Source: an optimization exercise on an open RTL-to-GDS flow (aim: small area and a short achievable clock period). Production flows keep margins and buffers that such runs may drop.
The RTL was checked by simulation tests, not by an equivalence proof against the original design.

==> flow/design.v (outline; a module is shown in full before it is edited, if it fits) <==
// module iir: 807 lines
// module iir_fa: 4 lines
// module iir_ha: 4 lines
// module iir_pfx_y: 266 lines
// module iir_pfx_r: 197 lines
// module iir_pfx_s: 200 lines
module iir(
    input signed [31:0] x,
    input clk,
    input reset,
    output signed [31:0] y
    );
  // ...
==> flow/flow/run.sh <==
#!/bin/bash
# The standard ORFS layout with extra make settings:
#   BUFFER_PORTS_ARGS="-buffer_cell sky130_fd_sc_hd__buf_2"
# Each ORFS step keeps its full log under orfs/logs; make's own output goes to flow.log.
set -o pipefail
bash standard.sh BUFFER_PORTS_ARGS="-buffer_cell sky130_fd_sc_hd__buf_2" finish > flow.log 2>&1
==> flow/standard.sh <==
#!/bin/bash
# synth_recipe.tcl (not shown) runs the flow's synth.tcl, then flattens the netlist and writes it again
# the make line also repeats each setting of config.mk as NAME=value (left out here)
make -C /OpenROAD-flow-scripts/flow DESIGN_CONFIG=/design/flow/config.mk WORK_HOME=/design/flow/orfs CLKGATE_MAP_FILE= SYNTH_SCRIPT=/design/flow/synth_recipe.tcl "${@:-finish}"
==> flow/config.mk <==
export PLATFORM = sky130hd
export DESIGN_NAME = iir
export DESIGN_NICKNAME = iir
export VERILOG_FILES = /design/flow/design.v
export SDC_FILE = /design/flow/constraint.sdc
export NUM_CORES = 4
export LEC_CHECK = 0
export CAP_MARGIN = 20
export CORE_MARGIN = 2
export CORE_UTILIZATION = 80
export SETUP_SLACK_MARGIN = 3
export SLEW_MARGIN = 20
export SYNTH_HIERARCHICAL = 1
==> flow/constraint.sdc <==
create_clock -name core_clock -period 11.0 [get_ports {clk}]
set_input_delay 2.2000 -clock core_clock [delete_from_list [all_inputs] [get_ports {clk}]]
set_output_delay 2.2000 -clock core_clock [all_outputs]
set_load 0.01 [all_outputs]
==> flow_summary.yaml, run 1 <==
outcome:
  status: "timing/DRC/antenna clean"
worst_setup_path:
  cp.arrival_ps: 5120
  worstSetupEndpointType: "output pin"
  slowest_delay_ps: 470
logic_synthesis:
  synthCells: 606
  synth_area_leaders: "fa_1 25%, dfrtp_1 23%, ha_1 16%"
layout:
  clockBufferCount: 10
  dominant_cells: "multi-input combinational cells"
  reg.largest.list: "r2: 32 flops, s1: 32 flops"
  layoutNonFillerInstCount: 794
  final_cell_area_um2: 7610
  seq_area_um2: 1600
  clk_share: 0.0270
cts:
  cts_made_buffers: 9
floorplan:
  boundaryPins: 66
  rows: 34
  start_util: 0.813
timing:
  layout_setup_ws_ps: 3680
  relSlewSlack: 0.426
  fmax_mhz: 137
  worstMarginPinSlew_ps: 862
  hold_slack_ps: 463
placement:
  placed_area_um2: 7400
route:
  drtIter0Drc: 257
  dr_wl_met3_um: 932
  vias_per_cell: 6.50
global_routing:
  antenna_found_initial: 0
  grt_overflow: 0
==> run 2: changes to the inputs <==
--- a/flow/config.mk
+++ b/flow/config.mk
@@ -8,6 +8,6 @@
 export CAP_MARGIN = 20
 export CORE_MARGIN = 2
-export CORE_UTILIZATION = 80
-export SETUP_SLACK_MARGIN = 3
+export CORE_UTILIZATION = 65
+export SETUP_SLACK_MARGIN = 3.8
 export SLEW_MARGIN = 20
 export SYNTH_HIERARCHICAL = 1
==> flow_summary.yaml, run 2 <==
worst_hold_path:
  hp-start: "s1[0]"
  holdPathEnd: "r2[0]"
  hp-class: "flip-flop to flip-flop"
  whs_path_depth: 0
logic_synthesis:
  synth_seq_area_share: 0.230
  post_synth.cell_area_avg_um2: 11.5
  ys_types: 50
  ys_warn_count: 7
  netlist_top_cells_count: "91 x ha_1, 88 x fa_1, 64 x dfrtp_1, 60 x xor2_1, 47 x a21o_1"
  yosysMostFrequentCell: "ha_1"
  synthFlopType: "dfrtp_1"
  synth_nets: 819
  synth_top_area_cell: "fa_1"
  syn-cell-area_um2: 6950
  synth_area_leaders: "fa_1 25%, dfrtp_1 23%, ha_1 16%"
  ys_ff_latch: 64
  synth_top_area_frac: 0.253
  synthCells: 606
  async_reset_ff_frac: 1.00
  synth_edf_count: 0
timing:
  relSlewSlack: 0.439
  min_period_ps: 7130
  finalMaxSlewViolations: 0
  worstMarginPinSlew_ps: 841
  setup_viol: 0
  setup_tns_ps: 0
  rsz0062_at_grt: "yes"
  fmax_mhz: 140
  finalHoldViolCount: 0
  finalClockSkew_ps: 6.76
  period_share: 0.648
route:
  detail-route-antenna-nets: 0
  route.detailed.drc: 0
  drtIter0Drc: 263
  routed_wl_mm: 15.8
  vias: 4884
  wl_per_cell_um: 19.0
  wl_met2_mm: 8.28
  wl_met1_mm: 6.53
  dr_wl_met3_um: 582
  routed.top_layer: "met4"
  vias_per_cell: 5.89
  first_pass_iters: 4
worst_setup_path:
  worstPathMaxFanout: 5
  worstPathCellList: "buf_2, fa_1, ha_1, and4_1, and3_4, o21bai_4, nand2_2, a221o_2, a21o_2, xor2_2, buf_2"
  slowest_delay_ps: 460
  worst_r2r_path_depth: 19
  cp.required_ps: 8800
  criticalPathCategory: "input port to output pin"
  worstSetupEndpointType: "output pin"
  worst_setup_path_start_kind: "input port"
  cp_common_cell: "buf_2"
  cp_slowest_cell: "fa_1"
  critPathBufInv: 2
  r2r_slack_ps: 5640
  r2r-start: "s1[5]"
  cp.arrival_ps: 4930
  path_delay_family: "adder cells"
  r2r-end: "s1[23]"
layout:
  final_common_cell: "fa_1"
  areaGrowthSynthToFinish_pct: 12.7
  drive_above_1_share: 0.185
  antennaDiodeCount: 0
  fill_cells: 727
  final_core_util: 0.755
  reg.largest.list: "r2: 32 flops, s1: 32 flops"
  mostFrequentLayoutCells: "88 x fa_1, 86 x ha_1, 65 x buf_2"
  fin_nets: 901
floorplan:
  core-area_um2: 10400
  boundaryPins: 66
  rows: 37
  dieArea_um2: 11500
  die_h_um: 107
  start_util: 0.670
  dieWidth_um: 107
cts:
  cts_made_buffers: 9
  cts_root_buffer: "clkbuf_8"
  insertion_delay_ps: 370
  tritoncts: "yes"
  hold_buffers: 0
  cts_sinks: 64
  htreeDepth: 3
  clkTransAtPathRegs_ps: 70
  clockBufferDepth: 2
outcome:
  status: "timing/DRC/antenna clean"
global_routing:
  first_global_vias: 5333
  antenna_found_initial: 0
  grt_start_max_net_pins: 65
  grt_overflow: 0
  grt_pass1_wl_mm: 26.2
  grt_use_total: 0.300
placement:
  place.gp.congestion: 0.886
  io_buffers: 65
  hpwlAfterDp_mm: 13.0
flow_run:
  max_cap_viol_count: 0
run 2: cell counts after synthesis:
Identical to the previous run, type by type.
run 2: layout make-up:
cell class / instances / area, um^2 / area share
multi-input combinational: 493 / 5260 / 0.671
timing repair buffer: 73 / 385 / 0.0492
inverter: 47 / 176 / 0.0225
clock buffer: 12 / 165 / 0.0211
clock inverter: 4 / 75.1 / 0.00959
tap: 136 / 170 / 0.0217
sequential: 64 / 1600 / 0.205
run 2: cells by family (layout without fill, tap and decap cells):
kind of cell | Yosys count | in the layout | share of synthesized area
xor+xnor | 91 | 91 | 0.115
buf+inv | 49 | 136 | 0.0275
flops | 64 | 64 | 0.230
fa+ha+maj | 179 | 179 | 0.417
simple gates | 83 | 83 | 0.0628
compound gates | 140 | 140 | 0.147
run 2: how the worst max path moves through the flow:
stage	from	end	cells past startpoint
2_1_floorplan	x[8]	y[23]	9
3_3_place_gp	x[8]	y[23]	11
3_5_place_dp	x[12]	y[25]	11
4_1_cts	x[8]	y[29]	12
5_1_grt	x[12]	y[25]	11
6_report	x[4]	y[22]	11
run 2: Yosys stat by module, one instance, submodules excluded:
module     cells inside  flip-flops and latches  copies in the design  area (um^2)
iir_fa                1                       0                    88         20.0
iir                 193                      64                     1         2570
iir_ha                1                       0                    89         12.5
iir_pfx_r            71                       0                     1          482
iir_pfx_y            86                       0                     1          538
iir_pfx_s            79                       0                     1          490
run 2: worst register-to-register path: stages, from the launching register on:
cell,delay [ps]
dfrtp_1,450
fa_1,500
ha_1,400
and4_1,260
and3_4,200
or3_1,380
a21o_2,240
a21o_1,190
xor2_1,220
fa_1,460
ha_1,350
nand4_1,140
nor3_1,90
a31oi_1,170
nand3_1,170
a21oi_1,330
inv_2,100
a21o_1,240
a31o_1,250
xnor2_1,120
run 2: metal layers:
layer  GRT usage  vias up
met5           0        -
met4       0.104        0
met3      0.0502       37
met2       0.540      106
met1       0.364     2475
li1            -     2266
run 2: what timing repair did:
action | 4_1_cts | 5_1_grt
setup buffers | 1 | 6
gates resized for setup | 3 | 13
hold endpoints to repair | 0 | 0
setup endpoints to repair | 7 | 13
pin swaps | 0 | 7
cloned | 0 | 0
run 2: stage by stage:
step | cells | setup slack (ps) | hold slack [ps] | cell area [um^2]
2_1_floorplan | 606 | 4280 | 418 | 6950
3_3_place_gp | 806 | 3750 | 437 | 7440
3_5_place_dp | 806 | 3720 | 435 | 7440
4_1_cts | 823 | 3800 | 457 | 7710
5_1_grt | 829 | 3780 | 492 | 7830
6_report | 829 | 3870 | 456 | 7830
==> run 3: changes to the inputs <==
==> flow/flow/run.sh (replaced) <==
#!/bin/bash
# The standard ORFS layout, with the port buffers made from buf_2 cells
# instead of the delay cells buffer_ports picks by default.  Each ORFS step
# keeps its full log under orfs/logs; make's own output goes to flow.log.
set -o pipefail
bash standard.sh BUFFER_PORTS_ARGS="-buffer_cell sky130_fd_sc_hd__buf_2" finish > flow.log 2>&1
--- a/flow/config.mk
+++ b/flow/config.mk
@@ -8,6 +8,6 @@
 export CAP_MARGIN = 20
 export CORE_MARGIN = 2
-export CORE_UTILIZATION = 65
-export SETUP_SLACK_MARGIN = 3.8
+export CORE_UTILIZATION = 40
+export SETUP_SLACK_MARGIN = 3
 export SLEW_MARGIN = 20
 export SYNTH_HIERARCHICAL = 1
==> flow_summary.yaml, run 3 <==
outcome:
  status: "timing/DRC/antenna clean"
placement:
  hpwlAfterDp_mm: 13.4
  place.gp.congestion: 0.866
  placed_area_um2: 7550
  io_buffers: 65
layout:
  drive_above_1_share: 0.158
  areaGrowthSynthToFinish_pct: 13.0
  fin_nets: 894
  antennaDiodeCount: 0
  reg.largest.list: "r2: 32 flops, s1: 32 flops"
  final_common_cell: "ha_1"
  final_cell_area_um2: 7860
  mostFrequentLayoutCells: "91 x ha_1, 88 x fa_1, 65 x buf_2"
cts:
  cts_sinks: 64
  tritoncts: "yes"
  hold_buffers: 0
  insertion_delay_ps: 350
  cts_root_buffer: "clkbuf_16"
  clockBufferDepth: 2
  post_cts_buffers: 0
  clkTransAtPathRegs_ps: 50
  htreeDepth: 3
  cts_resized: 0
  cts_made_buffers: 9
worst_setup_path:
  worstPathMaxFanout: 5
  slowest_delay_ps: 460
  cp.required_ps: 8800
  r2r_slack_ps: 5460
  criticalPathCategory: "input port to output pin"
  r2r-end: "s1[31]"
  r2r-start: "s1[9]"
  worst_r2r_path_depth: 19
  worstPathCellList: "buf_2, fa_1, ha_1, a21oi_1, o21ai_1, a221oi_2, nand2_2, a221o_2, a31o_1, xor2_1, buf_2"
  cp_common_cell: "buf_2"
  cp.arrival_ps: 5200
  worst_setup_path_start_kind: "input port"
  cp_slowest_cell: "fa_1"
  worstSetupEndpointType: "output pin"
global_routing:
  grt_overflow: 0
  grt_start_max_net_pins: 65
  antenna_found_initial: 0
  first_global_vias: 5236
  grt_pass1_wl_mm: 26.7
  grt_use_total: 0.189
timing:
  min_period_ps: 7400
  worstMarginPinSlew_ps: 867
  relSlewSlack: 0.422
  fmax_mhz: 135
  period_share: 0.673
  hold_slack_ps: 457
  finalHoldViolCount: 0
  finalMaxSlewViolations: 0
  rsz0062_at_grt: "no"
  setup_tns_ps: 0
  setup_viol: 0
  finalClockSkew_ps: 6.80
logic_synthesis:
  ys_ff_latch: 64
  synth_edf_count: 0
  synth_top_area_frac: 0.253
  async_reset_ff_frac: 1.00
  synthCells: 606
  synthFlopType: "dfrtp_1"
  yosysMostFrequentCell: "ha_1"
  synth_area_leaders: "fa_1 25%, dfrtp_1 23%, ha_1 16%"
  syn-cell-area_um2: 6950
  post_synth.cell_area_avg_um2: 11.5
  ys_warn_count: 7
  synth_seq_area_share: 0.230
  netlist_top_cells_count: "91 x ha_1, 88 x fa_1, 64 x dfrtp_1, 60 x xor2_1, 47 x a21o_1"
  synth_top_area_cell: "fa_1"
  ys_types: 50
  synth_nets: 819
floorplan:
  rows: 48
  dieArea_um2: 18400
  core-area_um2: 17100
  boundaryPins: 66
  die_h_um: 136
  dieWidth_um: 136
  start_util: 0.406
route:
  drtIter0Drc: 161
  vias: 4743
  first_pass_iters: 4
  routed_wl_mm: 15.8
  vias_per_cell: 5.21
  detail-route-antenna-nets: 0
  wl_per_cell_um: 17.4
  route.detailed.drc: 0
worst_hold_path:
  hp-start: "s1[0]"
  whs_path_depth: 0
  holdPathEnd: "r2[0]"
  hp-class: "flip-flop to flip-flop"
flow_run:
  max_cap_viol_count: 0
## run 3: worst max-delay path by stage
stage               start  endpoint  slack, ps  depth (start not counted)
finish               x[8]     y[23]       3600                         11
global route        x[13]     y[28]       3460                         11
CTS                  x[8]     y[23]       3570                         11
detailed placement   x[8]     y[23]       3580                         11
global placement     x[8]     y[23]       3560                         11
floorplan            x[8]     y[23]       4280                          9
## run 3: cell families after synthesis
kind of cell    share of synthesized area
xor+xnor                            0.115
flops                               0.230
fa+ha+maj                           0.417
buf+inv                            0.0275
compound gates                      0.147
simple gates                       0.0628
## run 3: metrics by stage
step	util	worst slack (ps)	std cells
floorplan	-	4280	606
global placement	0.441	3560	895
detailed placement	0.441	3580	895
CTS	0.459	3570	910
global route	0.459	3460	910
finish	0.459	3600	910
## run 3: area by class of cell
cell class              instances  area [um^2]
inverters                      47          176
clock buffers                  12          267
fillers                      1625         9260
multi-input cells             493         5160
flip-flops and latches         64         1600
well taps                     225          282
repair buffers                 66          333
clock inverters                 3         40.0
## run 3: worst max-delay path, delay by kind of cell
kind	cells	cell delay [ps]
AOI/OAI and AO/OA	5	1330
adders and majority gates	2	810
buffers and inverters	2	360
xor gates and xnor gates	1	340
and+or+nand+nor	1	140
## run 3: Yosys stat by module (local to each module, per instance)
module	times used	flip-flops and latches
iir_pfx_y	1	0
iir	1	64
iir_ha	89	0
iir_pfx_r	1	0
iir_fa	88	0
iir_pfx_s	1	0
## run 3: metal layers
metal	wire length [um]	GRT usage	up-vias
met5	0	0	-
met4	291	0.0538	0
met3	478	0.0391	18
met2	7800	0.320	86
met1	7280	0.246	2386
li1	-	-	2253

==> re-timing with driven ports <==
No port has a modelled driver above. Below, the same layouts with a new extraction and two added sets of constraints. Step 1 (the two cells are an assumption about what drives the block):
set clk [get_ports {clk}]
set_driving_cell -lib_cell sky130_fd_sc_hd__clkbuf_16 $clk
set_driving_cell -lib_cell sky130_fd_sc_hd__buf_2 [delete_from_list [all_inputs] $clk]
Step 2, shift: input delay + t, output delay - t, t = (earliest + latest rising clock arrival at the registers) / 2. This alone moves slack from input paths to output paths. Slacks: ideal / step 1 / step 2; pairs: ideal / step 1.
run	t (ns)	slack for setup (ns)	worst hold slack (ns)	worst slew at a driven data input, ns	pins driven straight from the clock port
run 1	0.385	3.681 / 3.662 / 3.658	0.463 / 0.463 / 0.463	0.03	1
run 2	0.405	3.870 / 3.852 / 3.780	0.456 / 0.456 / 0.456	0.03	1
run 3	0.382	3.598 / 3.577 / 3.577	0.457 / 0.457 / 0.457	0.03	1
After both steps every run listed still meets setup and hold. For run 2, which loses most, drivers alone change the setup slack by -0.018 ns; drivers and shift together by -0.090 ns.
